Context: an optimization exercise on an open-source flow, tuned for small area, a short achievable clock period and few clock cycles per item. The choices shown serve that exercise and are no tape-out recipe. RTL that was checked went through simulation tests only; none was proved equivalent to the original. Power and IR drop assume default switching activity.

== oak ==
## systolic_pe
module systolic_pe(
  clk, reset, cntrl,
  i_stb, o_stb, i_busy, o_busy,
  data_in, weight_in, acc_in,
  acc_out, data_out, weight_out
);
  input wire clk;
  input wire reset;
  input wire cntrl;
  input wire i_stb;
  input wire i_busy;
  input wire [7:0] data_in;
  input wire [7:0] weight_in;
  input wire [31:0] acc_in;
  output wire [31:0] acc_out;
  output wire [7:0] data_out;
  output wire [7:0] weight_out;
  output wire o_stb;
  output wire o_busy;
  reg valid;
  wire load = ~valid | ~i_busy;
  always @(posedge clk) begin
    if (reset) valid <= 1'b0;
    else if (load) valid <= i_stb;
  end
  assign o_stb  = valid;
  assign o_busy = valid;
  wire pp0_0 = data_in[0] & weight_in[0];
  wire pp0_1 = data_in[0] & weight_in[1];
  wire pp0_2 = data_in[0] & weight_in[2];
  wire pp0_3 = data_in[0] & weight_in[3];
  wire pp0_4 = data_in[0] & weight_in[4];
  wire pp0_5 = data_in[0] & weight_in[5];
  wire pp0_6 = data_in[0] & weight_in[6];
  wire pp0_7 = data_in[0] & weight_in[7];
  wire pp1_0 = data_in[1] & weight_in[0];
  wire pp1_1 = data_in[1] & weight_in[1];
  wire pp1_2 = data_in[1] & weight_in[2];
  wire pp1_3 = data_in[1] & weight_in[3];
  wire pp1_4 = data_in[1] & weight_in[4];
  wire pp1_5 = data_in[1] & weight_in[5];
  wire pp1_6 = data_in[1] & weight_in[6];
  wire pp1_7 = data_in[1] & weight_in[7];
  wire pp2_0 = data_in[2] & weight_in[0];
  wire pp2_1 = data_in[2] & weight_in[1];
  wire pp2_2 = data_in[2] & weight_in[2];
  ...
For scale: ~300 cells after synthesis, roughly 58 flip-flops, roughly 4100 µm² of cells after synthesis.
clock: 5.0 ns
lec_check: 0
cap_margin: 20
core_margin: 2
core_utilization: 40
setup_slack_margin: 1.5
slew_margin: 20
standard.sh (not shown) runs the stock make flow with config.mk's settings and CLKGATE_MAP_FILE= SYNTH_SCRIPT=/design/flow/synth_recipe.tcl, a recipe that flattens the netlist after the stock synthesis.
==> flow/flow/run.sh <==
#!/bin/bash
# The standard layout, with two changes: Yosys's synth runs without its quick
# internal abc pass (so the full adders extract without inverters; the final
# abc mapping still runs), and the port buffers are plain buffer cells.
set -euo pipefail
export SYNTH_ARGS="-noabc"
export BUFFER_PORTS_ARGS="-buffer_cell sky130_fd_sc_hd__buf_1"
export CTS_ARGS="-sink_clustering_enable -repair_clock_nets -dont_use_dummy_load"
bash standard.sh finish > standard_flow.log 2>&1
[inputs] pine vs oak
--- a/flow/design.v
+++ b/flow/design.v
@@ -199,52 +199,52 @@
   wire fa45_s = fa22_c ^ fa33_s ^ fa32_c;
   wire fa45_c = (fa22_c & fa33_s) | (fa22_c & fa32_c) | (fa33_s & fa32_c);
   wire fa46_s = fa23_c ^ fa34_s ^ fa33_c;
   wire fa46_c = (fa23_c & fa34_s) | (fa23_c & fa33_c) | (fa34_s & fa33_c);
   wire fa47_s = acc_in[14] ^ pp7_7 ^ fa34_c;
   wire fa47_c = (acc_in[14] & pp7_7) | (acc_in[14] & fa34_c) | (pp7_7 & fa34_c);
   wire [16:0] row0 = {1'b0, fa47_c, fa46_c, fa45_c, fa44_c, fa43_c, fa42_c, fa41_c, fa40_c, fa39_c, fa38_c, fa37_c, fa36_c, fa35_c, ha7_c, pp1_0, acc_in[0]};
   wire [16:0] row1 = {1'b0, acc_in[15], fa47_s, fa46_s, fa45_s, fa44_s, fa43_s, fa42_s, fa41_s, fa40_s, fa39_s, fa38_s, fa37_s, fa36_s, fa35_s, ha7_s, pp0_0};
   wire top = row0[16] | row1[16];
   reg [7:0]  data_r;
   reg [7:0]  weight_r;
   reg [15:0] acc_hi_r;
-  wire [8:0] sum_lo = row0[7:0] + row1[7:0];
-  reg  [7:0] sum_lo_r;
-  reg  [16:8] row0_r;
-  reg  [15:8] row1_r;
+  wire [7:0] sum_lo = row0[6:0] + row1[6:0];
+  reg  [6:0] sum_lo_r;
+  reg  [16:7] row0_r;
+  reg  [15:7] row1_r;
   reg  cin_r;
   always @(posedge clk) begin
     if (load) begin
       data_r   <= data_in;
       weight_r <= weight_in;
       acc_hi_r <= acc_in[31:16];
-      sum_lo_r <= sum_lo[7:0];
-      cin_r    <= sum_lo[8];
-      row0_r   <= {top, row0[15:8]};
-      row1_r   <= row1[15:8];
+      sum_lo_r <= sum_lo[6:0];
+      cin_r    <= sum_lo[7];
+      row0_r   <= {top, row0[15:7]};
+      row1_r   <= row1[15:7];
     end
   end
-  wire [9:0] mid = {row0_r[15:8], cin_r} + {row1_r[15:8], cin_r};
-  wire inc = mid[9] | row0_r[16];
+  wire [10:0] mid = {row0_r[15:7], cin_r} + {row1_r[15:7], cin_r};
+  wire inc = mid[10] | row0_r[16];
   wire [15:0] all1;
   assign all1[0] = 1'b1;
   assign all1[1] = &acc_hi_r[0:0];
   assign all1[2] = &acc_hi_r[1:0];
   assign all1[3] = &acc_hi_r[2:0];
   assign all1[4] = &acc_hi_r[3:0];
   assign all1[5] = &acc_hi_r[4:0];
   assign all1[6] = &acc_hi_r[5:0];
   assign all1[7] = &acc_hi_r[6:0];
   assign all1[8] = &acc_hi_r[7:0];
   assign all1[9] = &acc_hi_r[8:0];
   assign all1[10] = &acc_hi_r[9:0];
   assign all1[11] = &acc_hi_r[10:0];
   assign all1[12] = &acc_hi_r[11:0];
   assign all1[13] = &acc_hi_r[12:0];
   assign all1[14] = &acc_hi_r[13:0];
   assign all1[15] = &acc_hi_r[14:0];
   wire [15:0] hi = acc_hi_r ^ (all1 & {16{inc}});
-  assign acc_out    = {hi, mid[8:1], sum_lo_r};
+  assign acc_out    = {hi, mid[9:1], sum_lo_r};
   assign data_out   = data_r;
   assign weight_out = weight_r;
 endmodule
Notes after the runs:
- Delta (pine minus oak): number of cells upsized or downsized after cts down 8; hold slack increased by 5.7 ps relative to the old numbers.
- Looking at worst setup path endpoint, the sum_lo_r[5] result is from pine; the sum_lo_r[7] one comes from oak.
- As of pine, synthesized cell count had risen slightly compared to oak.
- Between oak and pine, the number of sinks driven by the clock tree is lower for oak.
- [diff] worst setup slack, pine relative to oak: improvement
- Compared with oak, total power after layout in pine decreased by a few percent.
- On peak per-stage delay on the critical path: pine sits below oak.
Testbench counts of pine, summed over its fixed seeds: cycles 2,056, items 2,048.
The RTL of oak was laid out without a check of its function.

-- what the ideal ports hide --
In the flow no input, the clock included, has a driving cell. The finished layouts below were timed again as built, in two steps. Step 1 assumes that a clkbuf_16 drives the clock port and a buf_2 every other input. Step 2 adds t to the input delays and takes it off the output delays; t is the mean of the earliest and latest rising clock arrival at the registers after step 1. Input paths then give back, and output paths get back, about the clock's delay inside the block. Three values: ideal ports, drivers, drivers and shift; two values: the first two.
run	shift t [ns]	setup slack, ns	worst setup path at the end
oak	0.362	1.531 / 1.530 / 1.168	input to register
pine	0.362	1.566 / 1.579 / 1.217	input to register
After both steps every run listed still meets setup and hold. The setup slack of oak, which loses most, moves by -0.001 ns with the drivers and by -0.363 ns with both steps.
